From an optimization exercise on the open Yosys and OpenROAD flow, aimed at small area; shortcuts taken in it are not production practice.
At most, simulation tests tie the RTL to the original design; equivalence was not proved.
For run 6, only the layout was checked, not whether the RTL still works.
Power and IR drop assume default switching activity.

### flow/design.v
module fifo_buffer
(
	input clock, reset_n,
	input write_enable, read_enable,
	input [7:0] data_in,
	input [5:0] full_thres,
	output [7:0] tap_data,
	output head_at_tap,
	output empty, full
);
reg [5:0] fifo_cnt;
reg [4:0] wpos;
reg [7:0] data_d;
reg staged;
wire wr = write_enable & ~full;
wire rd = read_enable & ~empty;
assign full  = fifo_cnt == full_thres;
assign empty = fifo_cnt == 0;
wire [4:0] wpos_e = empty ? 5'd0 : wpos;
wire ins = wpos_e[0] ? staged : wr;
wire [7:0] bus = wpos_e[0] ? data_d : data_in;
wire may_clear = ins | (~wpos_e[0] & ~fifo_cnt[5]);
always @(posedge clock) begin
	if (reset_n == 0)
		fifo_cnt <= 0;
	else if (wr & ~rd)
		fifo_cnt <= fifo_cnt + 1;
	else if (rd & ~wr)
		fifo_cnt <= fifo_cnt - 1;
	wpos <= wpos_e + 5'd1 + {4'd0, wr};
	data_d <= data_in;
	staged <= wr & wpos_e[0];
end
wire [15:0] keep_n, load_n;
genvar j;
generate
	for (j = 0; j < 16; j = j + 1) begin : g_sel
		wire here = wpos_e[4:1] == j;
		assign keep_n[j] = here & may_clear;
		assign load_n[j] = ~(here & ins);
	end
endgenerate
fifo_ring RING
(
	.clock(clock),
	.keep_n(keep_n),
	.load_n(load_n),
	.bus(bus),
	.tap(tap_data)
);
assign head_at_tap = wpos == fifo_cnt[4:0] + 5'd1;
endmodule
module fifo_ring
(
	input clock,
	input [15:0] keep_n, load_n,
	input [7:0] bus,
	output [7:0] tap
);
reg [255:0] ring;
genvar i;
generate
	for (i = 0; i < 32; i = i + 1) begin : g_ring
		if (i % 2 == 0) begin : g_even
			wire [7:0] din = ((i / 2) % 2) ? bus : ~bus;
			always @(posedge clock)
				ring[8*i +: 8] <= ~(({8{load_n[i/2]}} | din) & ({8{keep_n[i/2]}} | ring[8*((i+31)%32) +: 8]));
		end else begin : g_odd
			always @(posedge clock)
				ring[8*i +: 8] <= ring[8*(i-1) +: 8];
		end
	end
endgenerate
assign tap = ring[7:0];
endmodule
module tx_baud_gen
(
	input clock, reset_n,
	input [1:0] baudrate_select,
	output tx_baud
);
reg [6:0] num;
always @(posedge clock) begin
	if (reset_n == 0)
		num <= 0;
	else
		num <= num + 1;
end
assign tx_baud = &num[3:0] &
                 (num[4] | (baudrate_select == 2'd0)) &
                 (num[5] | ~baudrate_select[1]) &
                 (num[6] | (baudrate_select != 2'd3));
endmodule
module uart_tx
(
	input clock, reset_n,
	input tx_start, tx_baud,
	input [7:0] data_in,
	input data_valid,
	output tx_done,
	output tx
);
localparam STATE_IDLE  = 2'b00;
localparam STATE_START = 2'b01;
localparam STATE_DATA  = 2'b10;
localparam STATE_STOP  = 2'b11;
reg [1:0] state;
reg [8:0] sh;
reg par;
wire in_data = state == STATE_DATA;
wire last = sh[8:1] == 0;
always @(posedge clock) begin
	if (reset_n == 0)
		state <= STATE_IDLE;
	else if (tx_baud)
		case (state)
			STATE_IDLE:  if (tx_start) state <= STATE_START;
			STATE_START: state <= STATE_DATA;
			STATE_DATA:  if (last) state <= STATE_STOP;
			STATE_STOP:  state <= STATE_IDLE;
		endcase
end
always @(posedge clock) begin
	if (~in_data) begin
		if (data_valid)
			sh <= {1'b1, data_in};
	end else if (tx_baud)
		sh <= {1'b0, sh[8:1]};
	if (~in_data)
		par <= 1'b0;
	else if (tx_baud)
		par <= par ^ sh[0];
end
assign tx = (state == STATE_START) ? 1'b0 :
            in_data ? (last ? par : sh[0]) : 1'b1;
assign tx_done = (state == STATE_STOP) & tx_baud;
endmodule
module uart_transmitter
(
	input [7:0] data_i,
	input data_write_i, clock_i, reset_n_i,
	input [5:0] data_buffer_full_thres_i,
	input [1:0] baudrate_select_i,
	output data_buffer_full_o,
	output uart_tx_o
);
wire empty;
wire fifo_read;
wire [7:0] data;
wire head_at_tap;
wire tx_baud;
fifo_buffer FIFO
(
	.clock(clock_i),
	.reset_n(reset_n_i),
	.full_thres(data_buffer_full_thres_i),
	.write_enable(data_write_i),
	.read_enable(fifo_read),
	.data_in(data_i),
	.tap_data(data),
	.head_at_tap(head_at_tap),
	.full(data_buffer_full_o),
	.empty(empty)
);
tx_baud_gen TX_BAUD_GEN
(
	.clock(clock_i),
	.reset_n(reset_n_i),
	.baudrate_select(baudrate_select_i),
	.tx_baud(tx_baud)
);
uart_tx UART_TX
(
	.clock(clock_i),
	.reset_n(reset_n_i),
	.tx_start(~empty),
	.tx_baud(tx_baud),
	.data_in(data),
	.data_valid(head_at_tap),
	.tx_done(fifo_read),
	.tx(uart_tx_o)
);
endmodule
### flow/flow/run.sh
#!/bin/bash
# The standard layout (standard.sh, with the standard synthesis) with three changes:
# port buffers are buf_1 cells; before repair_design, each cell that drives a
# single pin gets its smallest drive strength (flow/downsize.tcl); and
# clock-tree synthesis uses clusters of up to 18 sinks on clkbuf_8 leaves
# without dummy loads.
set -euo pipefail
here=$(pwd)
export BUFFER_PORTS_ARGS="-buffer_cell sky130_fd_sc_hd__buf_1"
export PRE_RESIZE_TCL="$here/flow/downsize.tcl"
export CTS_ARGS="-sink_clustering_enable -repair_clock_nets -dont_use_dummy_load -buf_list sky130_fd_sc_hd__clkbuf_8 -sink_clustering_size 18 -sink_clustering_max_diameter 70"
bash standard.sh > "$here/standard.log" 2>&1
### flow/flow/downsize.tcl
# Run before repair_design (PRE_RESIZE_TCL): a cell whose output drives a
# single input pin gets the smallest-area variant of its own function (same
# cell name, other drive strength). repair_design, which follows, sizes up
# or buffers wherever slew or capacitance still needs it.
set db [ord::get_db]
set dont_use $::env(DONT_USE_CELLS)
set n 0
set saved 0.0
foreach inst [[ord::get_db_block] getInsts] {
  set m [$inst getMaster]
  if {[$m getType] ne "CORE" || [$m isSequential]} { continue }
  set name [$m getName]
  if {![regexp {^(sky130_fd_sc_hd__[a-z0-9]+)_([0-9]+)$} $name -> base size]} { continue }
  set fanout -1
  foreach it [$inst getITerms] {
    if {[$it isOutputSignal] && [$it getNet] ne "NULL"} {
      set fanout [expr {[llength [[$it getNet] getITerms]] + [llength [[$it getNet] getBTerms]] - 1}]
    }
  }
  if {$fanout != 1} { continue }
  set best $m
  set area [expr {[$m getWidth] * [$m getHeight]}]
  set best_area $area
  foreach s {0 1 2 3 4 6 8 12 16} {
    set c [$db findMaster ${base}_$s]
    if {$c eq "NULL"} { continue }
    if {[lsearch -exact $dont_use [$c getName]] >= 0} { continue }
    set a [expr {[$c getWidth] * [$c getHeight]}]
    if {$a < $best_area} { set best $c; set best_area $a }
  }
  if {$best ne $m} {
    if {[catch {replace_cell [sta::find_instance [$inst getName]] [$best getName]} err]} {
      puts "downsize: could not resize [$inst getName]: $err"
    } else {
      incr n
      set saved [expr {$saved + ($area - $best_area) / 1e6}]
    }
  }
}
puts [format "downsize: %d cells resized, %.1f um2 saved" $n $saved]
### flow/standard.sh
#!/bin/bash
# synth_recipe.tcl (not shown) runs the flow's synth.tcl, then flattens the netlist and writes it again
# the make line also repeats each setting of config.mk as NAME=value (left out here)
make -C /OpenROAD-flow-scripts/flow DESIGN_CONFIG=/design/flow/config.mk WORK_HOME=/design/flow/orfs CLKGATE_MAP_FILE= SYNTH_SCRIPT=/design/flow/synth_recipe.tcl "${@:-finish}"
### flow/config.mk
export PLATFORM = sky130hd
export DESIGN_NAME = uart_transmitter
export DESIGN_NICKNAME = uart_transmitter
export VERILOG_FILES = /design/flow/design.v
export SDC_FILE = /design/flow/constraint.sdc
export NUM_CORES = 4
export LEC_CHECK = 0
export CAP_MARGIN = 20
export CORE_MARGIN = 2
export CORE_UTILIZATION = 65
export PLACE_DENSITY = 0.75
export SLEW_MARGIN = 20
export SYNTH_HIERARCHICAL = 1
export SYNTH_MINIMUM_KEEP_SIZE = 600
### flow/constraint.sdc
create_clock -name core_clock -period 10.0 [get_ports {clock_i}]
set_input_delay 2.0000 -clock core_clock [delete_from_list [all_inputs] [get_ports {clock_i}]]
set_output_delay 2.0000 -clock core_clock [all_outputs]
set_load 0.01 [all_outputs]
==> impl_metrics.env, run 1 <==
export IMPL_status="no timing/DRC/antenna violations"
export IMPL_start_util_pct=66.1
export IMPL_synth_area_leader_cell="dfxtp_1"
export IMPL_setup_tns_ps=0
export IMPL_yosysMostFrequentCell="dfxtp_1"
export IMPL_r2r_slack_ps=6510
export IMPL_hold_start="FIFO.RING.ring[149]"
export IMPL_ys_top_cells_by_area="dfxtp_1 (63%), o22ai_2 (8.8%), o22ai_1 (4.5%), edfxtp_1 (3.0%), ha_1 (2.2%)"
export IMPL_cp_common_cell="buf_1"
export IMPL_diodes=0
export IMPL_htreeDepth=1
export IMPL_grt_usage_pct=23.8
export IMPL_crit_start="data_buffer_full_thres_i[5]"
export IMPL_cp_top_family="simple AND/OR/NAND/NOR gates"
export IMPL_fin_area_um2=8980
export IMPL_drcViolationCount=0
export IMPL_drive_gt1_share_pct=10.9
export IMPL_ys_flop_type="dfxtp_1"
export IMPL_row_count=43
export IMPL_postCtsSetupRepairBufs=0
export IMPL_p_total_uw=3040
export IMPL_p_per_area_nw_per_um2=339
export IMPL_dp_hpwl_um=11200
export IMPL_required_ps=8000
export IMPL_yosysWarnings=10
export IMPL_crit_fanout=2
export IMPL_dp_cells=841
export IMPL_grt_overflow_total=0
export IMPL_hold_viol=0
export IMPL_seq_area_frac_synth_pct=65.6
export IMPL_p_int_uw=2160
export IMPL_worstSetupEndpointType="output pin"
export IMPL_dieWidth_um=123
export IMPL_crit_path_max_incr_delay_ps=220
export IMPL_hold_class="reg2reg"
export IMPL_synth_fp_nets=731
export IMPL_setup_viol=0
export IMPL_netlist_area_um2=9130
export IMPL_regArea_um2=6000
export IMPL_grt_pass1_vias=4937
export IMPL_cap_violations=0
export IMPL_synthCells=695
export IMPL_r2r_start="TX_BAUD_GEN.num[0]"
export IMPL_via_per_inst=5.86
export IMPL_syn_avg_cell_area_um2=13.1
export IMPL_r2r_cells=12
export IMPL_grt_max_degree=19
export IMPL_slew_headroom_pct=37.2
export IMPL_placed_cell_area_um2=8710
export IMPL_die_h_um=123
export IMPL_nFillCells=1047
export IMPL_synth_cell_types=53
export IMPL_portBuffers=20
export IMPL_multi_input_area_um2=2240
export IMPL_worstMarginPinSlew_ps=936
export IMPL_die_area_um2=15000
export IMPL_fin_crit_sh_pct=48.1
export IMPL_ant_nets=0
export IMPL_grt_antenna_before_repair=1
export IMPL_timing_final_max_slew_violations=0
export IMPL_cp_slowest_cell="nor2_1"
export IMPL_cp_start_kind="primary input"
export IMPL_cts_inserted_buffers=20
export IMPL_fin_skew_ps=75.3
export IMPL_synth_top_cell_area_share_pct=62.7
export IMPL_rsz0062_at_grt="no"
export IMPL_cts_root_buffer="clkbuf_8"
export IMPL_p_sw_uw=884
export IMPL_cts_tree="built"
export IMPL_path_clk_slew_ps=100
export IMPL_fmax_mhz=208
export IMPL_hold_path_end="FIFO.RING.ring[157]"
export IMPL_dpl_worst_slack_ps=5100
export IMPL_cts_path_max_buffers=3
export IMPL_synth_edff_count=9
export IMPL_routabilityCongestion=0.841
export IMPL_nets=719
export IMPL_via_count=5045
export IMPL_crit_chain="buf_1 -> xor2_1 -> nor2_1 -> and3_1 -> buf_1"
export IMPL_worstSetupPathType="in2out"
export IMPL_p_leak_uw=0.00350
export IMPL_synth_async_sr_flop_share_pct=0
export IMPL_drt_iter0_markers=390
export IMPL_arrival_ps=2810
export IMPL_switching_share_pct=29.0
export IMPL_wl_per_cell_um=20.1
export IMPL_ys_ff_latch=295
export IMPL_reg2reg_to="FIFO.fifo_cnt[5]"
export IMPL_clock_sinks=295
export IMPL_area_growth_pct=-1.66
export IMPL_wl_um=17300
export IMPL_clock_latency_ps=540
export IMPL_crit_buf_inv=2
export IMPL_synth_common_cells="dfxtp_1 (286), o22ai_1 (65), o22ai_2 (64)"
export IMPL_clkPwrFrac_pct=16.8
export IMPL_combPwrFrac_pct=19.4
export IMPL_final_min_clock_period_ps=4810
export IMPL_firstDrtPassIters=5
export IMPL_fin_cells=861
export IMPL_cts_resized=0
export IMPL_holdBufCountCts=0
export IMPL_ios=21
export IMPL_seq_power_share_pct=63.7
export IMPL_peakVddDrop_uv=189
export IMPL_core_area_um2=13800
export IMPL_whs_path_depth=0
export IMPL_grt_pass1_wl_um=26900
export IMPL_worst_slack_ps=5190
-- cells by family after synthesis --
group	after synthesis	share of synthesized area, %
DFF	295	65.6
AOI/OAI and AO/OA	162	15.9
and+or+nand+nor	95	6.08
muxes	18	2.19
xor gates and xnor gates	25	2.40
adders and majority gates	17	2.41
buffers and inverters	83	5.37
-- routing by layer --
layer  routed length, um  share of wire (%)  GRT usage (%)  vias to the layer above
met4                 336                1.9           6.32                        0
li1                    -                  -              -                     2403
met1                8090                 47           34.1                     2475
met3                 988                5.7           4.60                       26
met5                   0                  0              0                        -
met2                7870                 46           37.2                      141
-- registers in the layout (all words and copies together) (netlist names) --
| register | cells |
|---|---|
| FIFO.RING.ring | 256 |
| FIFO.data_d | 8 |
| FIFO.fifo_cnt | 6 |
| FIFO.staged | 1 |
| FIFO.wpos | 5 |
| TX_BAUD_GEN.num | 7 |
| UART_TX.par | 1 |
| UART_TX.sh | 9 |
| UART_TX.state | 2 |
-- worst max path at each step --
stage                              end  slack (ps)  depth (start not counted)
finish              data_buffer_full_o        5190                          5
floorplan           data_buffer_full_o        5440                          3
detailed placement    FIFO.fifo_cnt[5]        5100                         12
CTS                 data_buffer_full_o        5210                          5
global placement    data_buffer_full_o        5230                          5
global route        data_buffer_full_o        5140                          5
-- modules after synthesis, one instance, submodules excluded --
module,flip-flops and latches,cells inside,times used
fifo_ring,256,440,1
uart_transmitter,39,255,1
-- power groups by stage --
stage / sequential, uW / combinational, uW / clock, uW
finish: 1940 / 592 / 512
CTS: 1950 / 584 / 526
detailed placement: 1970 / 579 / 0
floorplan: 1910 / 550 / 0
global placement: 1980 / 641 / 0
global route: 1990 / 639 / 563
-- through the flow --
step                      hold slack (ps)  util (%)
after floorplan                       310         -
after global placement                310      65.9
after detailed placement              312      63.0
after CTS                             299      65.0
after global routing                  325      65.0
final                                 309      65.0
-- final cells by class --
class	instances	share of cell area [%]
Sequential cell	295	66.8
Tap cell	180	2.51
Multi-Input combinational cell	317	25.0
Timing Repair Buffer	26	1.34
Inverter	23	1.38
Clock buffer	20	3.06
-- placed cells by master, fill, tap and decap left out, drive strengths merged, types with 4 or more instances in the layout --
cell	instances
dfxtp	286
o22ai	129
buf	26
inv	23
clkbuf	20
nor3	18
or2	16
mux2	16
ha	16
xnor2	13
and2	12
xor2	12
nand2	11
edfxtp	9
nand3	9
o21ai	9
a21oi	6
nor2	5
nand2b	5
nor4	5
nor2b	4
o21bai	4
-- worst register-to-register path: cells and delay by family (launching register included) --
family          cells  cell delay [ps]
buf+inv             1              160
xor+xnor            1              150
compound gates      2             1160
fa+ha+maj           3              810
simple gates        5              780
flops               1              370
==> inputs of run 2 (changes only) <==
==> flow/flow/run.sh (replaced) <==
#!/bin/bash
# The standard layout (standard.sh, with the standard synthesis) with three changes:
# port buffers are buf_1 cells; before repair_design, each cell that drives at
# most 8 pins gets its smallest drive strength (flow/downsize.tcl); and
# clock-tree synthesis uses clusters of up to 20 sinks on clkbuf_8 leaves
# without dummy loads.
set -euo pipefail
here=$(pwd)
export BUFFER_PORTS_ARGS="-buffer_cell sky130_fd_sc_hd__buf_1"
export PRE_RESIZE_TCL="$here/flow/downsize.tcl"
export CTS_ARGS="-sink_clustering_enable -repair_clock_nets -dont_use_dummy_load -buf_list sky130_fd_sc_hd__clkbuf_8 -sink_clustering_size 20 -sink_clustering_max_diameter 70"
bash standard.sh > "$here/standard.log" 2>&1
--- a/flow/flow/downsize.tcl
+++ b/flow/flow/downsize.tcl
@@ -1,3 +1,3 @@
-# Run before repair_design (PRE_RESIZE_TCL): a cell whose output drives a
-# single input pin gets the smallest-area variant of its own function (same
+# Run before repair_design (PRE_RESIZE_TCL): a cell whose output drives at
+# most 8 input pins gets the smallest-area variant of its own function (same
 # cell name, other drive strength). repair_design, which follows, sizes up
@@ -19,3 +19,3 @@
   }
-  if {$fanout != 1} { continue }
+  if {$fanout < 1} { continue }
   set best $m
==> run 2 against run 1 <==
  * Via count fell by 0.61%
  * First-iteration DRC count rose by 6.7%
  * Non-clock buffer count did not move
==> impl_metrics.env, run 2 <==
export IMPL_dp_cells=841
export IMPL_peakVddDrop_uv=171
export IMPL_fin_crit_sh_pct=47.1
export IMPL_ios=21
export IMPL_grt_overflow_total=0
export IMPL_worstSetupEndpointType="output pin"
export IMPL_p_leak_uw=0.00346
export IMPL_postCtsSetupRepairBufs=0
export IMPL_drcViolationCount=0
export IMPL_fin_cells=859
export IMPL_worstSetupPathType="in2out"
export IMPL_nFillCells=1054
export IMPL_cp_common_cell="buf_1"
export IMPL_setup_viol=0
export IMPL_final_min_clock_period_ps=4710
export IMPL_synth_async_sr_flop_share_pct=0
export IMPL_setup_tns_ps=0
export IMPL_hold_class="reg2reg"
export IMPL_syn_avg_cell_area_um2=13.1
export IMPL_htreeDepth=1
export IMPL_area_growth_pct=-3.00
export IMPL_synth_cell_types=53
export IMPL_arrival_ps=2710
export IMPL_synth_area_leader_cell="dfxtp_1"
export IMPL_yosysMostFrequentCell="dfxtp_1"
export IMPL_cts_path_max_buffers=3
export IMPL_post_route_util_pct=64.1
export IMPL_ys_flop_type="dfxtp_1"
export IMPL_rsz0062_at_grt="no"
export IMPL_netlist_area_um2=9130
export IMPL_synth_top_cell_area_share_pct=62.7
export IMPL_ys_ff_latch=295
export IMPL_cts_inserted_buffers=18
export IMPL_required_ps=8000
export IMPL_nets=717
export IMPL_status="no timing/DRC/antenna violations"
export IMPL_final_common_cell="dfxtp_1"
export IMPL_synth_fp_nets=731
export IMPL_diodes=0
export IMPL_dp_hpwl_um=11200
export IMPL_start_util_pct=66.1
export IMPL_dpl_worst_slack_ps=5100
export IMPL_clock_latency_ps=510
export IMPL_yosysWarnings=10
export IMPL_crit_fanout=2
export IMPL_drt_iter0_markers=416
export IMPL_fmax_mhz=213
export IMPL_drive_gt1_share_pct=8.10
export IMPL_cp_slowest_cell="and3_1"
export IMPL_worst_slack_ps=5290
export IMPL_cp_start_kind="primary input"
export IMPL_clock_sinks=295
export IMPL_worstMarginPinSlew_ps=973
export IMPL_holdBufCountCts=0
export IMPL_wl_per_cell_um=19.9
export IMPL_fin_skew_ps=31.4
export IMPL_synth_common_cells="dfxtp_1 (286), o22ai_1 (65), o22ai_2 (64)"
export IMPL_cts_root_buffer="clkbuf_8"
export IMPL_core_area_um2=13800
export IMPL_firstDrtPassIters=5
export IMPL_timing_final_max_slew_violations=0
export IMPL_die_h_um=123
export IMPL_p_total_uw=2990
export IMPL_dieWidth_um=123
export IMPL_cts_tree="built"
export IMPL_grt_max_degree=21
export IMPL_die_area_um2=15000
export IMPL_synthCells=695
export IMPL_grt_util_met2_pct=37.7
export IMPL_grt_pass1_vias=4879
export IMPL_row_count=43
export IMPL_wl_um=17100
export IMPL_path_clk_slew_ps=110
export IMPL_via_count=5014
export IMPL_ant_nets=0
export IMPL_synth_edff_count=9
export IMPL_portBuffers=20
export IMPL_grt_busiest_layer="met2"
export IMPL_via_per_inst=5.84
export IMPL_cts_resized=0
export IMPL_grt_antenna_before_repair=0
export IMPL_layout_common_cells="dfxtp_1 (286), o22ai_1 (129), buf_1 (26)"
export IMPL_seq_area_frac_synth_pct=65.6
export IMPL_regMostFlops="FIFO.RING.ring"
export IMPL_cap_violations=0
export IMPL_crit_chain="buf_1 -> xor2_1 -> nor2_1 -> and3_1 -> buf_1"
export IMPL_use_met1_pct=33.8
export IMPL_grt_pass1_wl_um=26600
export IMPL_hold_viol=0
export IMPL_p_per_area_nw_per_um2=337
export IMPL_ys_top_cells_by_area="dfxtp_1 (63%), o22ai_2 (8.8%), o22ai_1 (4.5%), edfxtp_1 (3.0%), ha_1 (2.2%)"
export IMPL_routabilityCongestion=0.841
export IMPL_largest_reg_flops=256
export IMPL_crit_path_max_incr_delay_ps=180
export IMPL_slew_headroom_pct=34.6
export IMPL_grt_usage_pct=23.4
export IMPL_met3_usage_pct=3.67
export IMPL_largestRegisters="FIFO.RING.ring x256, UART_TX.sh x9, FIFO.data_d x8"
[run 2: cell counts after synthesis]
Identical to the previous run, type by type.
[run 2: metrics by stage]
step | hold slack (ps) | instance area (um2)
after floorplan | 310 | 9130
after global placement | 310 | 9110
after detailed placement | 312 | 8610
after CTS | 331 | 8860
after global routing | 330 | 8860
final | 326 | 8860
[run 2: Yosys stat by module (local to each module, per instance)]
module            times used  cells  flip-flops and latches  cell area (um2)
fifo_ring                  1    440                     256             6700
uart_transmitter           1    255                      39             2430
[run 2: path summary, 6_finish.rpt]
path,startpoint,to,slack [ps],depth (start not counted)
setup / recovery,data_buffer_full_thres_i[1],data_buffer_full_o,5290,5
hold / removal,FIFO.RING.ring[35],FIFO.RING.ring[43],330,0
hold reg to reg,FIFO.RING.ring[35],FIFO.RING.ring[43],330,0
setup reg to reg,FIFO.fifo_cnt[2],FIFO.RING.ring[212],6020,9
[run 2: critical path: cells and delay by family]
kind          cells  cell delay, ps
simple gates      2             310
xor+xnor          1             150
buf+inv           2             240
[run 2: where the power goes]
group,total [uW],switching (uW),internal [uW],leakage [uW]
Clock,488,324,164,0.000129
Sequential,1940,176,1760,0.00249
Combinational,563,357,206,0.000847
[run 2: layout make-up]
cell class | count | area (um2) | share of cell area, %
clock buffers | 18 | 248 | 2.80
inverters | 23 | 86.3 | 0.974
multi-input cells | 317 | 2210 | 24.9
flip-flops and latches | 295 | 6000 | 67.7
well taps | 180 | 225 | 2.54
repair buffers | 26 | 97.6 | 1.10
[run 2: layer usage]
metal	up-vias	share of wire, %
met5	-	0
met4	0	1.8
met3	25	5.4
met2	131	45
met1	2473	47
li1	2385	-
[run 2: logic make-up (layout without fill, tap and decap cells)]
logic type	Yosys count	in the layout	share of synthesized area, %
mux	18	18	2.19
simple gates	95	95	6.08
xor+xnor	25	25	2.40
flops	295	295	65.6
buf+inv	83	67	5.37
compound gates	162	162	15.9
fa+ha+maj	17	17	2.41
==> inputs of run 3 (changes only) <==
--- a/flow/flow/downsize.tcl
+++ b/flow/flow/downsize.tcl
@@ -19,3 +19,3 @@
   }
-  if {$fanout < 1} { continue }
+  if {$fanout < 1 || $fanout > 8} { continue }
   set best $m
==> run 3 against run 2 <==
  * Clock power barely moved
  * Combinational power about the same
  * Cell area barely moved
  * Clock-buffer cell count unchanged
  * Still clean
  * Via count up 0.60%
  * Clock skew is 2.3 ps higher
  * Synthesized cell count unchanged
  * Critical path type unchanged
  * Sequential share of layout area hardly changed
  * Core utilization hardly changed
  * Setup slack lost 6.8 ps
  * Largest power group unchanged
==> impl_metrics.env, run 3 <==
export IMPL_status="no timing/DRC/antenna violations"
export IMPL_peakVddDrop_uv=155
export IMPL_cts_inserted_buffers=18
export IMPL_synth_area_leader_cell="dfxtp_1"
export IMPL_fin_crit_sh_pct=47.1
export IMPL_crit_chain="buf_1 -> xor2_1 -> nor2_1 -> and3_1 -> buf_1"
export IMPL_area_growth_pct=-2.96
export IMPL_path_clk_slew_ps=120
export IMPL_dp_hpwl_um=11200
export IMPL_cp_start_kind="primary input"
export IMPL_die_area_um2=15000
export IMPL_worstSetupPathType="in2out"
export IMPL_synth_top_cell_area_share_pct=62.7
export IMPL_ios=21
export IMPL_synth_edff_count=9
export IMPL_cap_violations=0
export IMPL_largest_reg_flops=256
export IMPL_crit_fanout=2
export IMPL_final_min_clock_period_ps=4710
export IMPL_p_total_uw=2990
export IMPL_hold_viol=0
export IMPL_firstDrtPassIters=5
export IMPL_fmax_mhz=212
export IMPL_grt_max_degree=21
export IMPL_synthCells=695
export IMPL_r2r_start="FIFO.fifo_cnt[2]"
export IMPL_drcViolationCount=0
export IMPL_crit_start="data_buffer_full_thres_i[3]"
export IMPL_post_route_util_pct=64.1
export IMPL_clock_latency_ps=520
export IMPL_holdBufCountCts=0
export IMPL_grt_usage_pct=23.3
export IMPL_drt_iter0_markers=431
export IMPL_grt_overflow_total=0
export IMPL_synth_common_cells="dfxtp_1 (286), o22ai_1 (65), o22ai_2 (64)"
export IMPL_dp_cells=841
export IMPL_hold_start="FIFO.RING.ring[35]"
export IMPL_wl_per_cell_um=20.1
export IMPL_crit_path_max_incr_delay_ps=190
export IMPL_ys_flop_type="dfxtp_1"
export IMPL_cts_path_max_buffers=3
export IMPL_timing_final_max_slew_violations=0
export IMPL_fin_cells=859
export IMPL_largestRegisters="FIFO.RING.ring x256, UART_TX.sh x9, FIFO.data_d x8"
export IMPL_row_count=43
export IMPL_yosysWarnings=10
export IMPL_setup_tns_ps=0
export IMPL_ys_ff_latch=295
export IMPL_start_util_pct=66.1
export IMPL_seq_area_frac_synth_pct=65.6
export IMPL_dieWidth_um=123
export IMPL_nets=717
export IMPL_netlist_area_um2=9130
export IMPL_syn_avg_cell_area_um2=13.1
export IMPL_r2r_slack_ps=6230
export IMPL_regMostFlops="FIFO.RING.ring"
export IMPL_p_per_area_nw_per_um2=338
export IMPL_cp_common_cell="buf_1"
export IMPL_cts_root_buffer="clkbuf_8"
export IMPL_final_common_cell="dfxtp_1"
export IMPL_met1Wirelength_um=8180
export IMPL_portBuffers=20
export IMPL_fin_skew_ps=33.7
export IMPL_r2r_cells=9
export IMPL_drive_gt1_share_pct=8.25
export IMPL_wl_met3_um=905
export IMPL_cts_resized=0
export IMPL_p_leak_uw=0.00347
export IMPL_diodes=0
export IMPL_rsz0062_at_grt="no"
export IMPL_yosysMostFrequentCell="dfxtp_1"
export IMPL_wl_met2_um=7910
export IMPL_grt_antenna_before_repair=0
export IMPL_setup_viol=0
export IMPL_via_count=5044
export IMPL_cts_tree="built"
export IMPL_top_layer_used="met4"
export IMPL_worstSetupEndpointType="output pin"
export IMPL_ys_top_cells_by_area="dfxtp_1 (63%), o22ai_2 (8.8%), o22ai_1 (4.5%), edfxtp_1 (3.0%), ha_1 (2.2%)"
export IMPL_slew_headroom_pct=32.8
export IMPL_synth_cell_types=53
export IMPL_whs_path_depth=0
export IMPL_synth_async_sr_flop_share_pct=0
export IMPL_htreeDepth=1
export IMPL_die_h_um=123
export IMPL_grt_pass1_vias=4874
export IMPL_wl_um=17200
export IMPL_grt_pass1_wl_um=26700
export IMPL_routabilityCongestion=0.841
export IMPL_crit_end="data_buffer_full_o"
export IMPL_ant_nets=0
export IMPL_layout_common_cells="dfxtp_1 (286), o22ai_1 (129), buf_1 (25)"
export IMPL_reg2reg_to="FIFO.RING.ring[227]"
export IMPL_arrival_ps=2710
export IMPL_hold_class="reg2reg"
export IMPL_worstMarginPinSlew_ps=1000
export IMPL_postCtsSetupRepairBufs=0
export IMPL_synth_fp_nets=731
export IMPL_cp_slowest_cell="and3_1"
export IMPL_required_ps=8000
export IMPL_core_area_um2=13800
export IMPL_via_per_inst=5.87
export IMPL_clock_sinks=295
[run 3: cell type report]
| cell class | count | area [um2] |
|---|---|---|
| Timing Repair Buffer | 26 | 101 |
| Clock buffer | 18 | 248 |
| Tap cell | 180 | 225 |
| Multi-Input combinational cell | 317 | 2210 |
| Sequential cell | 295 | 6000 |
| Inverter | 23 | 86.3 |
| Fill cell | 1057 | 4960 |
[run 3: power by group]
| part | switching (uW) | internal (uW) |
|---|---|---|
| Combinational | 357 | 208 |
| Clock | 327 | 164 |
| Sequential | 178 | 1760 |
[run 3: how the worst min path moves through the flow]
stage	to	slack [ps]
2_1_floorplan	FIFO.RING.ring[104]	310
3_3_place_gp	FIFO.RING.ring[124]	310
3_5_place_dp	FIFO.RING.ring[172]	310
4_1_cts	FIFO.RING.ring[43]	320
5_1_grt	FIFO.RING.ring[43]	330
6_report	FIFO.RING.ring[43]	320
[run 3: critical path: cells and delay by family]
kind | cells | cell delay, ps
AND/OR/NAND/NOR | 2 | 350
buffers and inverters | 2 | 230
XOR/XNOR | 1 | 130
[run 3: through the flow]
stage | cell area, um2 | hold slack [ps] | worst slack, ps
floorplan | 9130 | 310 | 5440
global placement | 9110 | 310 | 5230
detailed placement | 8620 | 312 | 5110
CTS | 8860 | 324 | 5300
global route | 8860 | 326 | 5250
finish | 8860 | 321 | 5290
[run 3: kinds of logic (layout without fill, tap and decap cells)]
| kind of cell | after synthesis | after routing | share of synthesized area, % |
|---|---|---|---|
| muxes | 18 | 18 | 2.19 |
| buffers and inverters | 83 | 67 | 5.37 |
| AOI/OAI and AO/OA | 162 | 162 | 15.9 |
| adders and majority gates | 17 | 17 | 2.41 |
| and+or+nand+nor | 95 | 95 | 6.08 |
| xor gates and xnor gates | 25 | 25 | 2.40 |
| DFF | 295 | 295 | 65.6 |
[run 3: per-module statistics from Yosys, one instance, submodules excluded]
| module | cells | cell area [um2] | copies in the design |
|---|---|---|---|
| fifo_ring | 440 | 6700 | 1 |
| uart_transmitter | 255 | 2430 | 1 |
[run 3: layer usage]
metal | track usage, % | up-vias
met3 | 4.37 | 22
met1 | 33.6 | 2490
met2 | 37.6 | 140
met4 | 3.81 | 0
met5 | 0 | -
li1 | - | 2392
==> inputs of run 4 (changes only) <==
--- a/flow/design.v
+++ b/flow/design.v
@@ -22,2 +22,3 @@
 wire may_clear = ins | (~wpos_e[0] & ~fifo_cnt[5]);
+wire [5:0] cnt_inc = fifo_cnt + 6'd1;
 always @(posedge clock) begin
@@ -26,3 +27,3 @@
 	else if (wr & ~rd)
-		fifo_cnt <= fifo_cnt + 1;
+		fifo_cnt <= cnt_inc;
 	else if (rd & ~wr)
@@ -50,3 +51,3 @@
 );
-assign head_at_tap = wpos == fifo_cnt[4:0] + 5'd1;
+assign head_at_tap = wpos == cnt_inc[4:0];
 endmodule
==> run 4 against run 3 <==
  * Core utilization up 0.97 points
  * Sequential cell count is the same
  * Via count shrank 3.1%
==> impl_metrics.env, run 4 <==
export IMPL_status="no timing/DRC/antenna violations"
export IMPL_grt_overflow_total=0
export IMPL_cap_violations=0
export IMPL_fin_cells=840
export IMPL_r2r_cells=8
export IMPL_dieWidth_um=122
export IMPL_grt_pass1_vias=4804
export IMPL_fin_crit_sh_pct=50.2
export IMPL_layout_common_cells="dfxtp_1 (286), o22ai_1 (129), buf_1 (23)"
export IMPL_peakVddDrop_uv=166
export IMPL_crit_cells=5
export IMPL_post_route_util_pct=65.1
export IMPL_fin_skew_ps=35.7
export IMPL_cts_resized=0
export IMPL_drive_gt1_share_pct=6.17
export IMPL_grt_max_degree=21
export IMPL_via_per_inst=5.82
export IMPL_regMostFlops="FIFO.RING.ring"
export IMPL_ios=21
export IMPL_worstSetupEndpointType="output pin"
export IMPL_die_h_um=122
export IMPL_reg2reg_to="FIFO.RING.ring[211]"
export IMPL_crit_fanout=2
export IMPL_crit_chain="buf_1 -> xor2_1 -> nor4_1 -> and2_1 -> buf_1"
export IMPL_p_per_area_nw_per_um2=332
export IMPL_cts_tree="built"
export IMPL_clock_latency_ps=520
export IMPL_dp_hpwl_um=10800
export IMPL_arrival_ps=3020
export IMPL_htreeDepth=1
export IMPL_nets=698
export IMPL_largestRegisters="FIFO.RING.ring x256, UART_TX.sh x9, FIFO.data_d x8"
export IMPL_ant_nets=0
export IMPL_area_growth_pct=-3.05
export IMPL_timing_final_max_slew_violations=0
export IMPL_ys_top_cells_by_area="dfxtp_1 (64%), o22ai_2 (8.9%), o22ai_1 (4.5%), edfxtp_1 (3.0%), mux2_2 (2.0%)"
export IMPL_hold_class="reg2reg"
export IMPL_netlist_area_um2=8990
export IMPL_grt_usage_pct=23.4
export IMPL_routabilityCongestion=0.887
export IMPL_via_count=4887
export IMPL_hold_start="FIFO.RING.ring[117]"
export IMPL_cts_root_buffer="clkbuf_8"
export IMPL_cts_path_max_buffers=3
export IMPL_firstDrtPassIters=4
export IMPL_drt_iter0_markers=402
export IMPL_worstMarginPinSlew_ps=927
export IMPL_crit_end="data_buffer_full_o"
export IMPL_synth_area_leader_cell="dfxtp_1"
export IMPL_slew_headroom_pct=38.2
export IMPL_start_util_pct=67.1
export IMPL_required_ps=8000
export IMPL_clock_sinks=295
export IMPL_wl_per_cell_um=20.0
export IMPL_largest_reg_flops=256
export IMPL_synth_common_cells="dfxtp_1 (286), o22ai_1 (65), o22ai_2 (64)"
export IMPL_yosysMostFrequentCell="dfxtp_1"
export IMPL_cp_slowest_cell="nor4_1"
export IMPL_crit_path_max_incr_delay_ps=440
export IMPL_final_min_clock_period_ps=5020
export IMPL_grt_pass1_wl_um=26300
export IMPL_seq_area_frac_synth_pct=66.7
export IMPL_final_common_cell="dfxtp_1"
export IMPL_ys_ff_latch=295
export IMPL_cts_inserted_buffers=18
export IMPL_wl_um=16800
export IMPL_synthCells=684
export IMPL_setup_tns_ps=0
export IMPL_cp_top_family="simple AND/OR/NAND/NOR gates"
export IMPL_postCtsSetupRepairBufs=0
export IMPL_syn_avg_cell_area_um2=13.1
export IMPL_hold_viol=0
export IMPL_holdBufCountCts=0
export IMPL_synth_fp_nets=716
export IMPL_die_area_um2=14800
export IMPL_grt_antenna_before_repair=0
export IMPL_crit_start="data_buffer_full_thres_i[4]"
export IMPL_cp_common_cell="buf_1"
export IMPL_core_area_um2=13400
export IMPL_row_count=42
export IMPL_portBuffers=20
export IMPL_ys_flop_type="dfxtp_1"
export IMPL_synth_async_sr_flop_share_pct=0
export IMPL_fmax_mhz=199
export IMPL_dp_cells=822
export IMPL_diodes=0
export IMPL_worstSetupPathType="in2out"
export IMPL_setup_viol=0
export IMPL_rsz0062_at_grt="no"
export IMPL_r2r_start="FIFO.fifo_cnt[0]"
export IMPL_yosysWarnings=10
export IMPL_p_leak_uw=0.00335
export IMPL_drcViolationCount=0
export IMPL_cp_start_kind="primary input"
export IMPL_synth_cell_types=44
export IMPL_synth_edff_count=9
export IMPL_r2r_slack_ps=6770
export IMPL_path_clk_slew_ps=110
export IMPL_synth_top_cell_area_share_pct=63.7
export IMPL_crit_buf_inv=2
==> run 4: cell types whose count changed after synthesis, moves of 4 or more <==
cell,delta
nor2_1,+4
or3_1,+12
or2_2,-14
xnor2_1,-4
o21bai_1,-4
xor2_1,+4
inv_1,-4
or3_2,+6
==> run 4: stage by stage <==
step           setup slack [ps]  power, uW  area (um2)  hold slack, ps
5_1_grt                    4940       3040        8720             334
3_3_place_gp               5010       2500        8930             310
6_report                   4980       2890        8720             318
4_1_cts                    5010       2910        8720             326
3_5_place_dp               5020       2420        8470             312
2_1_floorplan              5350       2360        8990             310
==> run 4: worst min-delay path by stage <==
stage / end / slack [ps] / depth (start not counted)
global placement: FIFO.RING.ring[107] / 310 / 0
global route: FIFO.RING.ring[125] / 330 / 0
floorplan: FIFO.RING.ring[104] / 310 / 0
finish: FIFO.RING.ring[125] / 320 / 0
detailed placement: FIFO.RING.ring[107] / 310 / 0
CTS: FIFO.RING.ring[125] / 330 / 0
==> run 4: metal layers <==
| layer | global-route usage, % | wire length (um) | share of wire, % | up-vias |
|---|---|---|---|---|
| met5 | 0 | 0 | 0 | - |
| li1 | - | - | - | 2334 |
| met2 | 35.6 | 7460 | 44 | 147 |
| met3 | 5.24 | 1160 | 6.9 | 36 |
| met1 | 34.2 | 7780 | 46 | 2370 |
| met4 | 5.96 | 410 | 2.4 | 0 |
==> run 4: cell type report <==
class	instances	area, um2
Tap cell	176	220
Multi-Input combinational cell	309	2100
Clock buffer	18	248
Inverter	19	71.3
Timing Repair Buffer	23	86.3
Sequential cell	295	6000
Fill cell	1047	4680
==> run 4: modules after synthesis, one instance, submodules excluded <==
module	cells	area, um2	flip-flops and latches	times used
fifo_ring	440	6700	256	1
uart_transmitter	244	2290	39	1
==> run 4: cells by family after synthesis <==
logic type	share of synthesized area, %
multiplexers	2.45
AND/OR/NAND/NOR	6.27
XOR/XNOR	2.43
flip-flops	66.7
adder cells (fa/ha/maj)	1.81
buffers and inverters	5.44
AO/OA/AOI/OAI	14.9
==> run 4: where the power goes <==
part	internal [uW]	switching, uW
Combinational	177	309
Sequential	1740	176
Clock	164	324
==> run 4: worst register-to-register path, delay by kind of cell (launching register included) <==
family	cells	cell delay [ps]
AOI/OAI and AO/OA	3	960
adders and majority gates	1	150
buffers and inverters	1	120
DFF	1	420
and+or+nand+nor	3	1420
==> inputs of run 5 (changes only) <==
--- a/flow/config.mk
+++ b/flow/config.mk
@@ -9,4 +9,4 @@
 export CORE_MARGIN = 2
-export CORE_UTILIZATION = 65
-export PLACE_DENSITY = 0.75
+export CORE_UTILIZATION = 55
+export PLACE_DENSITY = 0.65
 export SLEW_MARGIN = 20
==> run 5 against run 4 <==
  * Maximum frequency rose by 2.1%
  * Combinational power fell by 1%
  * First-iteration DRC count fell by 23%
  * Total power rose by 0.29%
  * Clock-buffer cell count rose by 1
  * Via count fell by 0.31%
  * Highest routed layer unchanged
==> impl_metrics.env, run 5 <==
export IMPL_hold_slack_ps=298
export IMPL_cts_tree="built"
export IMPL_drt_iter0_markers=310
export IMPL_clock_sinks=295
export IMPL_clkPwrFrac_pct=17.2
export IMPL_setup_viol=0
export IMPL_grt_usage_pct=20.3
export IMPL_final_min_clock_period_ps=4920
export IMPL_via_count=4872
export IMPL_p_int_uw=2090
export IMPL_firstDrtPassIters=4
export IMPL_largest_reg_flops=256
export IMPL_cp_start_kind="primary input"
export IMPL_ios=21
export IMPL_timing_final_max_slew_violations=0
export IMPL_area_growth_pct=-2.30
export IMPL_p_total_uw=2900
export IMPL_path_clk_slew_ps=110
export IMPL_hold_viol=0
export IMPL_cts_path_max_buffers=3
export IMPL_ys_flop_type="dfxtp_1"
export IMPL_worstMarginPinSlew_ps=990
export IMPL_p_sw_uw=809
export IMPL_crit_fanout=2
export IMPL_syn_avg_cell_area_um2=13.1
export IMPL_required_ps=8000
export IMPL_die_h_um=132
export IMPL_fin_crit_sh_pct=49.2
export IMPL_wl_per_cell_um=19.6
export IMPL_crit_chain="buf_1 -> xor2_1 -> nor4_1 -> and2_1 -> buf_1"
export IMPL_drcViolationCount=0
export IMPL_diodes=0
export IMPL_layout_common_cells="dfxtp_1 (286), o22ai_1 (129), buf_1 (24)"
export IMPL_seq_area_frac_synth_pct=66.7
export IMPL_synth_cell_types=44
export IMPL_ys_ff_latch=295
export IMPL_fmax_mhz=203
export IMPL_seq_power_share_pct=66.2
export IMPL_rsz0062_at_grt="no"
export IMPL_post_route_util_pct=55.1
export IMPL_grt_pass1_vias=4892
export IMPL_netlist_area_um2=8990
export IMPL_start_util_pct=56.4
export IMPL_slew_headroom_pct=33.5
export IMPL_largestRegisters="FIFO.RING.ring x256, UART_TX.sh x9, FIFO.data_d x8"
export IMPL_yosysWarnings=10
export IMPL_switching_share_pct=27.9
export IMPL_status="no timing/DRC/antenna violations"
export IMPL_grt_antenna_before_repair=0
export IMPL_cp_slowest_cell="nor4_1"
export IMPL_portBuffers=20
export IMPL_die_area_um2=17400
export IMPL_dp_hpwl_um=10900
export IMPL_ys_top_cells_by_area="dfxtp_1 (64%), o22ai_2 (8.9%), o22ai_1 (4.5%), edfxtp_1 (3.0%), mux2_2 (2.0%)"
export IMPL_peakVddDrop_uv=139
export IMPL_synth_common_cells="dfxtp_1 (286), o22ai_1 (65), o22ai_2 (64)"
export IMPL_cts_resized=0
export IMPL_row_count=46
export IMPL_grt_pass1_wl_um=27700
export IMPL_hold_class="reg2reg"
export IMPL_cap_violations=0
export IMPL_grt_max_degree=21
export IMPL_synth_area_leader_cell="dfxtp_1"
export IMPL_nets=700
export IMPL_synth_async_sr_flop_share_pct=0
export IMPL_cp_common_cell="buf_1"
export IMPL_clock_latency_ps=510
export IMPL_ant_nets=0
export IMPL_synth_fp_nets=716
export IMPL_p_leak_uw=0.00336
export IMPL_grt_overflow_total=0
export IMPL_synth_edff_count=9
export IMPL_nFillCells=1340
export IMPL_routabilityCongestion=0.805
export IMPL_worstSetupEndpointType="output pin"
export IMPL_postCtsSetupRepairBufs=0
export IMPL_holdBufCountCts=0
export IMPL_dieWidth_um=132
export IMPL_final_common_cell="dfxtp_1"
export IMPL_htreeDepth=1
export IMPL_arrival_ps=2920
export IMPL_combPwrFrac_pct=16.6
export IMPL_worstSetupPathType="in2out"
export IMPL_cts_root_buffer="clkbuf_8"
export IMPL_regMostFlops="FIFO.RING.ring"
export IMPL_synth_top_cell_area_share_pct=63.7
export IMPL_drive_gt1_share_pct=6.31
export IMPL_cts_inserted_buffers=19
export IMPL_setup_tns_ps=0
export IMPL_fin_skew_ps=71.2
export IMPL_crit_path_max_incr_delay_ps=350
export IMPL_yosysMostFrequentCell="dfxtp_1"
export IMPL_wl_um=17300
export IMPL_via_per_inst=5.52
export IMPL_core_area_um2=15900
export IMPL_synthCells=684
export IMPL_p_per_area_nw_per_um2=330
run 5: per-module statistics from Yosys (local to each module, per instance):
module / copies in the design / flops+latches
uart_transmitter: 1 / 39
fifo_ring: 1 / 256
run 5: final cells by class:
type | count | area [um2] | share of cell area (%)
clock buffers | 19 | 262 | 2.98
inverters | 19 | 71.3 | 0.812
multi-input cells | 309 | 2100 | 23.9
flip-flops and latches | 295 | 6000 | 68.2
well taps | 216 | 270 | 3.08
repair buffers | 24 | 90.1 | 1.03
run 5: worst paths after layout:
path / cells past startpoint / from / slack (ps) / endpoint
worst min register to register: 0 / FIFO.RING.ring[243] / 300 / FIFO.RING.ring[251]
worst max-delay path: 5 / data_buffer_full_thres_i[4] / 5080 / data_buffer_full_o
worst min-delay path: 0 / FIFO.RING.ring[243] / 300 / FIFO.RING.ring[251]
worst max register to register: 8 / FIFO.fifo_cnt[0] / 6750 / FIFO.RING.ring[18]
run 5: per-layer routing:
layer	wire length (um)	global-route usage, %
met4	276	4.71
met5	0	0
met3	720	3.19
met2	7880	32.1
met1	8380	29.5
run 5: cell families after synthesis:
group           after synthesis  synth area share, %
xor+xnor                     25                 2.43
fa+ha+maj                    13                 1.81
flops                       295                 66.7
simple gates                100                 6.27
compound gates              151                 14.9
mux                          20                 2.45
buf+inv                      80                 5.44
run 5: worst max-delay path: cells and delay by family:
kind | cells | cell delay (ps)
xor gates and xnor gates | 1 | 140
and+or+nand+nor | 2 | 540
buffers and inverters | 2 | 240
run 5: power groups by stage:
stage	clock (uW)	sequential [uW]	combinational [uW]
finish	498	1920	481
detailed placement	0	1950	475
floorplan	0	1890	473
global placement	0	1970	548
CTS	511	1930	481
global route	555	1980	533
run 5: stage by stage:
step	worst slack, ps	cells	instance area, um2
after floorplan	5350	684	8990
after global placement	5130	863	8990
after detailed placement	5080	863	8530
after CTS	5080	882	8790
after global routing	4990	882	8790
final	5080	882	8790
==> inputs of run 6 (changes only) <==
--- a/flow/design.v
+++ b/flow/design.v
@@ -123,8 +123,7 @@
 end
+wire load = ~in_data & data_valid;
+wire shift = in_data & tx_baud;
 always @(posedge clock) begin
-	if (~in_data) begin
-		if (data_valid)
-			sh <= {1'b1, data_in};
-	end else if (tx_baud)
-		sh <= {1'b0, sh[8:1]};
+	if (load | shift)
+		sh <= ({9{in_data}} | {1'b1, data_in}) & ({9{load}} | {1'b0, sh[8:1]});
 	if (~in_data)
--- a/flow/config.mk
+++ b/flow/config.mk
@@ -9,4 +9,4 @@
 export CORE_MARGIN = 2
-export CORE_UTILIZATION = 55
-export PLACE_DENSITY = 0.65
+export CORE_UTILIZATION = 65
+export PLACE_DENSITY = 0.75
 export SLEW_MARGIN = 20
==> run 6 against run 5 <==
  * Die area decreased by 15%
  * Non-clock buffer count decreased by 1
  * Routed wire length decreased by 4.1%
  * Combinational power increased by 3%
  * Critical path depth unchanged
  * First-iteration DRC count increased by 25%
  * Critical endpoint unchanged
  * Largest power group unchanged
==> impl_metrics.env, run 6 <==
export IMPL_dieWidth_um=122
export IMPL_die_h_um=122
export IMPL_grt_usage_pct=22.7
export IMPL_multi_input_area_um2=2090
export IMPL_hold_class="reg2reg"
export IMPL_largest_reg_flops=256
export IMPL_grt_pass1_vias=4725
export IMPL_synth_top_cell_area_share_pct=63.8
export IMPL_largestRegisters="FIFO.RING.ring x256, UART_TX.sh x9, FIFO.data_d x8"
export IMPL_dp_hpwl_um=10500
export IMPL_path_clk_slew_ps=110
export IMPL_cts_resized=0
export IMPL_fin_area_um2=8710
export IMPL_synthCells=677
export IMPL_worstSetupEndpointType="output pin"
export IMPL_seq_area_frac_synth_pct=66.8
export IMPL_grt_max_degree=21
export IMPL_core_area_um2=13300
export IMPL_synth_edff_count=9
export IMPL_ys_ff_latch=295
export IMPL_synth_cell_types=50
export IMPL_synth_area_leader_cell="dfxtp_1"
export IMPL_cts_inserted_buffers=18
export IMPL_crit_fanout=2
export IMPL_final_common_cell="dfxtp_1"
export IMPL_status="no timing/DRC/antenna violations"
export IMPL_p_leak_uw=0.00341
export IMPL_die_area_um2=14800
export IMPL_required_ps=8000
export IMPL_nFillCells=1031
export IMPL_grt_antenna_before_repair=0
export IMPL_cts_path_max_buffers=3
export IMPL_postCtsSetupRepairBufs=0
export IMPL_netlist_area_um2=8980
export IMPL_regArea_um2=6000
export IMPL_syn_avg_cell_area_um2=13.3
export IMPL_cap_violations=0
export IMPL_drcViolationCount=0
export IMPL_fin_crit_sh_pct=49.8
export IMPL_p_per_area_nw_per_um2=334
export IMPL_worstMarginPinSlew_ps=971
export IMPL_ant_nets=0
export IMPL_drive_gt1_share_pct=5.01
export IMPL_fmax_mhz=201
export IMPL_drt_iter0_markers=386
export IMPL_p_total_uw=2910
export IMPL_clock_latency_ps=520
export IMPL_yosysWarnings=10
export IMPL_nets=692
export IMPL_ys_top_cells_by_area="dfxtp_1 (64%), o22ai_2 (8.9%), o22ai_1 (4.5%), edfxtp_1 (3.0%), buf_2 (1.9%)"
export IMPL_grt_pass1_wl_um=25500
export IMPL_arrival_ps=2980
export IMPL_ios=21
export IMPL_synth_fp_nets=708
export IMPL_setup_viol=0
export IMPL_peakVddDrop_uv=184
export IMPL_via_count=4858
export IMPL_clock_sinks=295
export IMPL_hold_viol=0
export IMPL_wl_um=16600
export IMPL_fin_skew_ps=29.6
export IMPL_start_util_pct=67.3
export IMPL_ys_flop_type="dfxtp_1"
export IMPL_cp_start_kind="primary input"
export IMPL_diodes=0
export IMPL_rsz0062_at_grt="no"
export IMPL_synth_async_sr_flop_share_pct=0
export IMPL_row_count=42
export IMPL_routabilityCongestion=0.848
export IMPL_htreeDepth=1
export IMPL_worstSetupPathType="in2out"
export IMPL_placed_cell_area_um2=8460
export IMPL_timing_final_max_slew_violations=0
export IMPL_synth_common_cells="dfxtp_1 (286), o22ai_1 (64), o22ai_2 (64)"
export IMPL_regMostFlops="FIFO.RING.ring"
export IMPL_area_growth_pct=-3.00
export IMPL_final_min_clock_period_ps=4980
export IMPL_firstDrtPassIters=7
export IMPL_slew_headroom_pct=34.7
export IMPL_portBuffers=20
export IMPL_cts_tree="built"
export IMPL_holdBufCountCts=0
export IMPL_layout_common_cells="dfxtp_1 (286), o22ai_1 (128), buf_1 (23)"
export IMPL_grt_overflow_total=0
export IMPL_yosysMostFrequentCell="dfxtp_1"
export IMPL_setup_tns_ps=0
export IMPL_cts_root_buffer="clkbuf_8"
export IMPL_wl_per_cell_um=19.8
export IMPL_via_per_inst=5.82
[run 6: cell count changes after synthesis, moves of 3 or more]
cell      before  now
clkbuf_1       8    5
o22a_1         0    8
mux2_2        16    8
or3_1         13   18
or3_2          6    0
o21ai_0        8    4
and2_1        10   13
[run 6: modules after synthesis (local to each module, per instance)]
module / times used / flip-flops and latches
fifo_ring: 1 / 256
uart_transmitter: 1 / 39
[run 6: kinds of logic (layout without fill, tap and decap cells)]
kind of cell | count (synthesis) | in the layout | share of synthesized area, %
flops | 295 | 295 | 66.8
compound gates | 159 | 159 | 16.0
simple gates | 98 | 98 | 6.49
buf+inv | 78 | 60 | 5.38
xor+xnor | 24 | 24 | 2.34
fa+ha+maj | 12 | 12 | 1.67
mux | 11 | 11 | 1.34
[run 6: path summary, 6_finish.rpt]
check                         startpoint  slack (ps)                   to  cells after the start
max          data_buffer_full_thres_i[2]        5020   data_buffer_full_o                      5
min                  FIFO.RING.ring[103]         330  FIFO.RING.ring[111]                      0
max reg2reg             FIFO.fifo_cnt[3]        6980  FIFO.RING.ring[180]                      6
min reg2reg          FIFO.RING.ring[103]         330  FIFO.RING.ring[111]                      0
[run 6: cell type report]
cell class / count / share of cell area (%)
sequential: 295 / 68.8
multi-input combinational: 304 / 24.0
clock buffer: 18 / 2.84
tap: 176 / 2.53
timing repair buffer: 23 / 0.991
inverter: 19 / 0.819
[run 6: stage by stage]
step | hold WS [ps] | utilization (%) | std cells | worst slack (ps)
final | 332 | 65.3 | 835 | 5020
after global routing | 345 | 65.3 | 835 | 4980
after CTS | 335 | 65.3 | 835 | 5060
after detailed placement | 312 | 63.4 | 817 | 5060
after global placement | 310 | 66.9 | 817 | 5100
after floorplan | 310 | - | 677 | 5350
[run 6: power by group]
part	total [uW]	switching, uW	internal (uW)	leakage (uW)
sequential	1920	177	1750	0.00249
combinational	496	315	181	0.000789
clock	485	321	164	0.000129
[run 6: routing by layer]
layer / track usage (%) / wire length, um / up-vias
met4: 4.89 / 299 / 0
met5: 0 / 0 / -
met1: 32.9 / 7820 / 2363
met2: 36.4 / 7460 / 126
li1: - / - / 2343
met3: 3.75 / 969 / 26
[run 6: worst max-delay path, stage by stage]
cell and delay, ps:
buf_1 80, xor2_1 130, nor4_1 390, and2_1 210
buf_1 160
==> inputs of run 7 (changes only) <==
--- a/flow/design.v
+++ b/flow/design.v
@@ -123,7 +123,8 @@
 end
-wire load = ~in_data & data_valid;
-wire shift = in_data & tx_baud;
 always @(posedge clock) begin
-	if (load | shift)
-		sh <= ({9{in_data}} | {1'b1, data_in}) & ({9{load}} | {1'b0, sh[8:1]});
+	if (~in_data) begin
+		if (data_valid)
+			sh <= {1'b1, data_in};
+	end else if (tx_baud)
+		sh <= {1'b0, sh[8:1]};
 	if (~in_data)
--- a/flow/flow/run.sh
+++ b/flow/flow/run.sh
@@ -10,3 +10,3 @@
 export PRE_RESIZE_TCL="$here/flow/downsize.tcl"
-export CTS_ARGS="-sink_clustering_enable -repair_clock_nets -dont_use_dummy_load -buf_list sky130_fd_sc_hd__clkbuf_8 -sink_clustering_size 20 -sink_clustering_max_diameter 70"
+export CTS_ARGS="-sink_clustering_enable -repair_clock_nets -dont_use_dummy_load -buf_list sky130_fd_sc_hd__clkbuf_8 -root_buf sky130_fd_sc_hd__clkbuf_4 -sink_clustering_size 20 -sink_clustering_max_diameter 70"
 bash standard.sh > "$here/standard.log" 2>&1
==> run 7 against run 6 <==
  * Clock power down 3%
  * Register-to-register slack got worse by 260 ps
  * Routed wire length rose by 1.6%
  * Critical endpoint unchanged
  * Highest routed layer unchanged
  * Sequential cell count did not move
==> impl_metrics.env, run 7 <==
export IMPL_hold_path_end="FIFO.RING.ring[125]"
export IMPL_largest_reg_flops=256
export IMPL_dpl_worst_slack_ps=5020
export IMPL_status="no timing/DRC/antenna violations"
export IMPL_row_count=42
export IMPL_cts_path_max_buffers=3
export IMPL_synth_common_cells="dfxtp_1 (286), o22ai_1 (65), o22ai_2 (64)"
export IMPL_start_util_pct=67.1
export IMPL_netlist_area_um2=8990
export IMPL_routabilityCongestion=0.887
export IMPL_dieWidth_um=122
export IMPL_ys_top_cells_by_area="dfxtp_1 (64%), o22ai_2 (8.9%), o22ai_1 (4.5%), edfxtp_1 (3.0%), mux2_2 (2.0%)"
export IMPL_path_clk_slew_ps=110
export IMPL_worst_slack_ps=4990
export IMPL_required_ps=8000
export IMPL_arrival_ps=3010
export IMPL_ys_ff_latch=295
export IMPL_clock_sinks=295
export IMPL_synth_fp_nets=716
export IMPL_crit_buf_inv=2
export IMPL_p_leak_uw=0.00335
export IMPL_slew_headroom_pct=35.9
export IMPL_whs_path_depth=0
export IMPL_r2r_cells=8
export IMPL_wl_um=16800
export IMPL_drcViolationCount=0
export IMPL_cts_inserted_buffers=18
export IMPL_die_h_um=122
export IMPL_crit_path_max_incr_delay_ps=430
export IMPL_fin_area_um2=8700
export IMPL_multi_input_area_um2=2100
export IMPL_reg2reg_to="FIFO.RING.ring[211]"
export IMPL_cap_violations=0
export IMPL_nFillCells=1054
export IMPL_ys_flop_type="dfxtp_1"
export IMPL_cp_top_family="simple AND/OR/NAND/NOR gates"
export IMPL_synthCells=684
export IMPL_core_area_um2=13400
export IMPL_fin_crit_sh_pct=50.1
export IMPL_regArea_um2=6000
export IMPL_grt_pass1_wl_um=26300
export IMPL_ant_nets=0
export IMPL_peakVddDrop_uv=165
export IMPL_cts_resized=0
export IMPL_hold_start="FIFO.RING.ring[117]"
export IMPL_synth_adder_area_share_pct=1.81
export IMPL_yosysMostFrequentCell="dfxtp_1"
export IMPL_portBuffers=20
export IMPL_firstDrtPassIters=5
export IMPL_drt_iter0_markers=402
export IMPL_p_per_area_nw_per_um2=331
export IMPL_worstSetupEndpointType="output pin"
export IMPL_grt_overflow_total=0
export IMPL_via_count=4914
export IMPL_r2r_start="FIFO.fifo_cnt[0]"
export IMPL_synthXorXnorAreaFrac_pct=2.43
export IMPL_cts_root_buffer="clkbuf_4"
export IMPL_diodes=0
export IMPL_crit_fanout=2
export IMPL_fin_skew_ps=49.5
export IMPL_holdBufCountCts=0
export IMPL_synth_area_leader_cell="dfxtp_1"
export IMPL_placed_cell_area_um2=8470
export IMPL_largestRegisters="FIFO.RING.ring x256, UART_TX.sh x9, FIFO.data_d x8"
export IMPL_dp_cells=822
export IMPL_cp_common_cell="buf_1"
export IMPL_worstSetupPathType="in2out"
export IMPL_htreeDepth=1
export IMPL_grt_max_degree=21
export IMPL_ios=21
export IMPL_setup_tns_ps=0
export IMPL_cp_slowest_cell="nor4_1"
export IMPL_nets=698
export IMPL_regMostFlops="FIFO.RING.ring"
export IMPL_synth_edff_count=9
export IMPL_via_per_inst=5.85
export IMPL_hold_slack_ps=311
export IMPL_wl_per_cell_um=20.0
export IMPL_yosysWarnings=10
export IMPL_cp_start_kind="primary input"
export IMPL_grt_pass1_vias=4809
export IMPL_hold_viol=0
export IMPL_cts_tree="built"
export IMPL_setup_viol=0
export IMPL_r2r_slack_ps=6720
export IMPL_synth_top_cell_area_share_pct=63.7
export IMPL_grt_usage_pct=23.4
export IMPL_final_min_clock_period_ps=5010
export IMPL_fin_cells=840
export IMPL_grt_antenna_before_repair=0
export IMPL_synthSimpleGateAreaFrac_pct=6.27
export IMPL_hold_class="reg2reg"
export IMPL_synth_cell_types=44
export IMPL_synthMuxAreaShare_pct=2.45
export IMPL_die_area_um2=14800
export IMPL_area_growth_pct=-3.26
export IMPL_postCtsSetupRepairBufs=0
export IMPL_final_common_cell="dfxtp_1"
export IMPL_synth_compound_area_share_pct=14.9
export IMPL_timing_final_max_slew_violations=0
export IMPL_synth_async_sr_flop_share_pct=0
export IMPL_crit_chain="buf_1 -> xor2_1 -> nor4_1 -> and2_1 -> buf_1"
export IMPL_worstMarginPinSlew_ps=954
export IMPL_drive_gt1_share_pct=6.17
export IMPL_rsz0062_at_grt="no"
export IMPL_clock_latency_ps=620
export IMPL_dp_hpwl_um=10800
export IMPL_layout_common_cells="dfxtp_1 (286), o22ai_1 (129), buf_1 (23)"
export IMPL_syn_avg_cell_area_um2=13.1
export IMPL_synth_top_family_by_area="compound AO/OA/AOI/OAI gates"
export IMPL_seq_area_frac_synth_pct=66.7
export IMPL_fmax_mhz=199
-- run 7: layer usage --
metal,vias up,wire [um],share of wire (%),track usage [%]
met5,-,0,0,0
met1,2381,7840,47,34.2
li1,2335,-,-,-
met3,32,1130,6.7,5.29
met4,0,399,2.4,5.46
met2,166,7440,44,35.8
-- run 7: worst max path at each step --
| stage | cells after the start | slack [ps] | start | end |
|---|---|---|---|---|
| CTS | 5 | 5010 | data_buffer_full_thres_i[4] | data_buffer_full_o |
| floorplan | 3 | 5350 | data_buffer_full_thres_i[4] | data_buffer_full_o |
| finish | 5 | 4990 | data_buffer_full_thres_i[4] | data_buffer_full_o |
| global route | 5 | 4940 | data_buffer_full_thres_i[3] | data_buffer_full_o |
| global placement | 5 | 5010 | data_buffer_full_thres_i[4] | data_buffer_full_o |
| detailed placement | 5 | 5020 | data_buffer_full_thres_i[4] | data_buffer_full_o |
-- run 7: power breakdown --
part / internal [uW] / total [uW] / switching (uW)
logic: 177 / 488 / 311
clock network: 149 / 470 / 321
registers: 1740 / 1920 / 176
-- run 7: Yosys stat by module, one instance, submodules excluded --
module | cells | cell area (um2) | flip-flops and latches
uart_transmitter | 244 | 2290 | 39
fifo_ring | 440 | 6700 | 256
-- run 7: logic make-up (layout without fill, tap and decap cells) --
logic type / count (synthesis) / count (layout)
AO/OA/AOI/OAI: 151 / 151
XOR/XNOR: 25 / 25
adder cells (fa/ha/maj): 13 / 13
buffers and inverters: 80 / 60
flip-flops: 295 / 295
multiplexers: 20 / 20
AND/OR/NAND/NOR: 100 / 100
-- run 7: area by class of cell --
cell class	instances	share of cell area, %
Clock buffer	18	2.63
Inverter	19	0.820
Multi-Input combinational cell	309	24.1
Sequential cell	295	68.9
Tap cell	176	2.53
Timing Repair Buffer	23	0.992
-- run 7: per-stage QoR --
step | utilization [%] | total power, uW
detailed placement | 63.2 | 2420
floorplan | - | 2360
global route | 64.9 | 3020
global placement | 66.6 | 2500
finish | 64.9 | 2880
CTS | 64.9 | 2890

==> re-timing with driven ports <==
In the flow no input, the clock included, has a driving cell. The finished layouts below were timed again as built, in two steps.
Step 1 assumes that a clkbuf_16 drives the clock port and a buf_2 every other input.
Step 2 also shifts input and output timing later by t, the mid clock arrival at the registers, as if the neighbouring blocks saw the same clock.
Slacks: ideal ports / drivers / drivers and shift; pairs: ideal ports / drivers.
| run | t (ns) | slack for setup (ns) | worst setup path after step 2 | latest minus earliest clock arrival (ns) |
|---|---|---|---|---|
| run 1 | 0.544 | 5.193 / 5.172 / 5.070 | input to register | 0.075 / 0.076 |
| run 2 | 0.536 | 5.294 / 5.263 / 5.095 | input to register | 0.031 / 0.031 |
| run 3 | 0.538 | 5.288 / 5.268 / 5.013 | input to register | 0.035 / 0.035 |
| run 4 | 0.538 | 4.977 / 4.950 / 4.950 | input to output | 0.036 / 0.036 |
| run 5 | 0.530 | 5.081 / 5.057 / 5.057 | input to output | 0.105 / 0.104 |
| run 6 | 0.542 | 5.024 / 5.004 / 5.004 | input to output | 0.031 / 0.031 |
| run 7 | 0.633 | 4.985 / 4.958 / 4.958 | input to output | 0.050 / 0.049 |
After both steps every run listed still meets setup and hold. For run 3, which loses most, drivers alone change the setup slack by -0.020 ns; drivers and shift together by -0.275 ns.
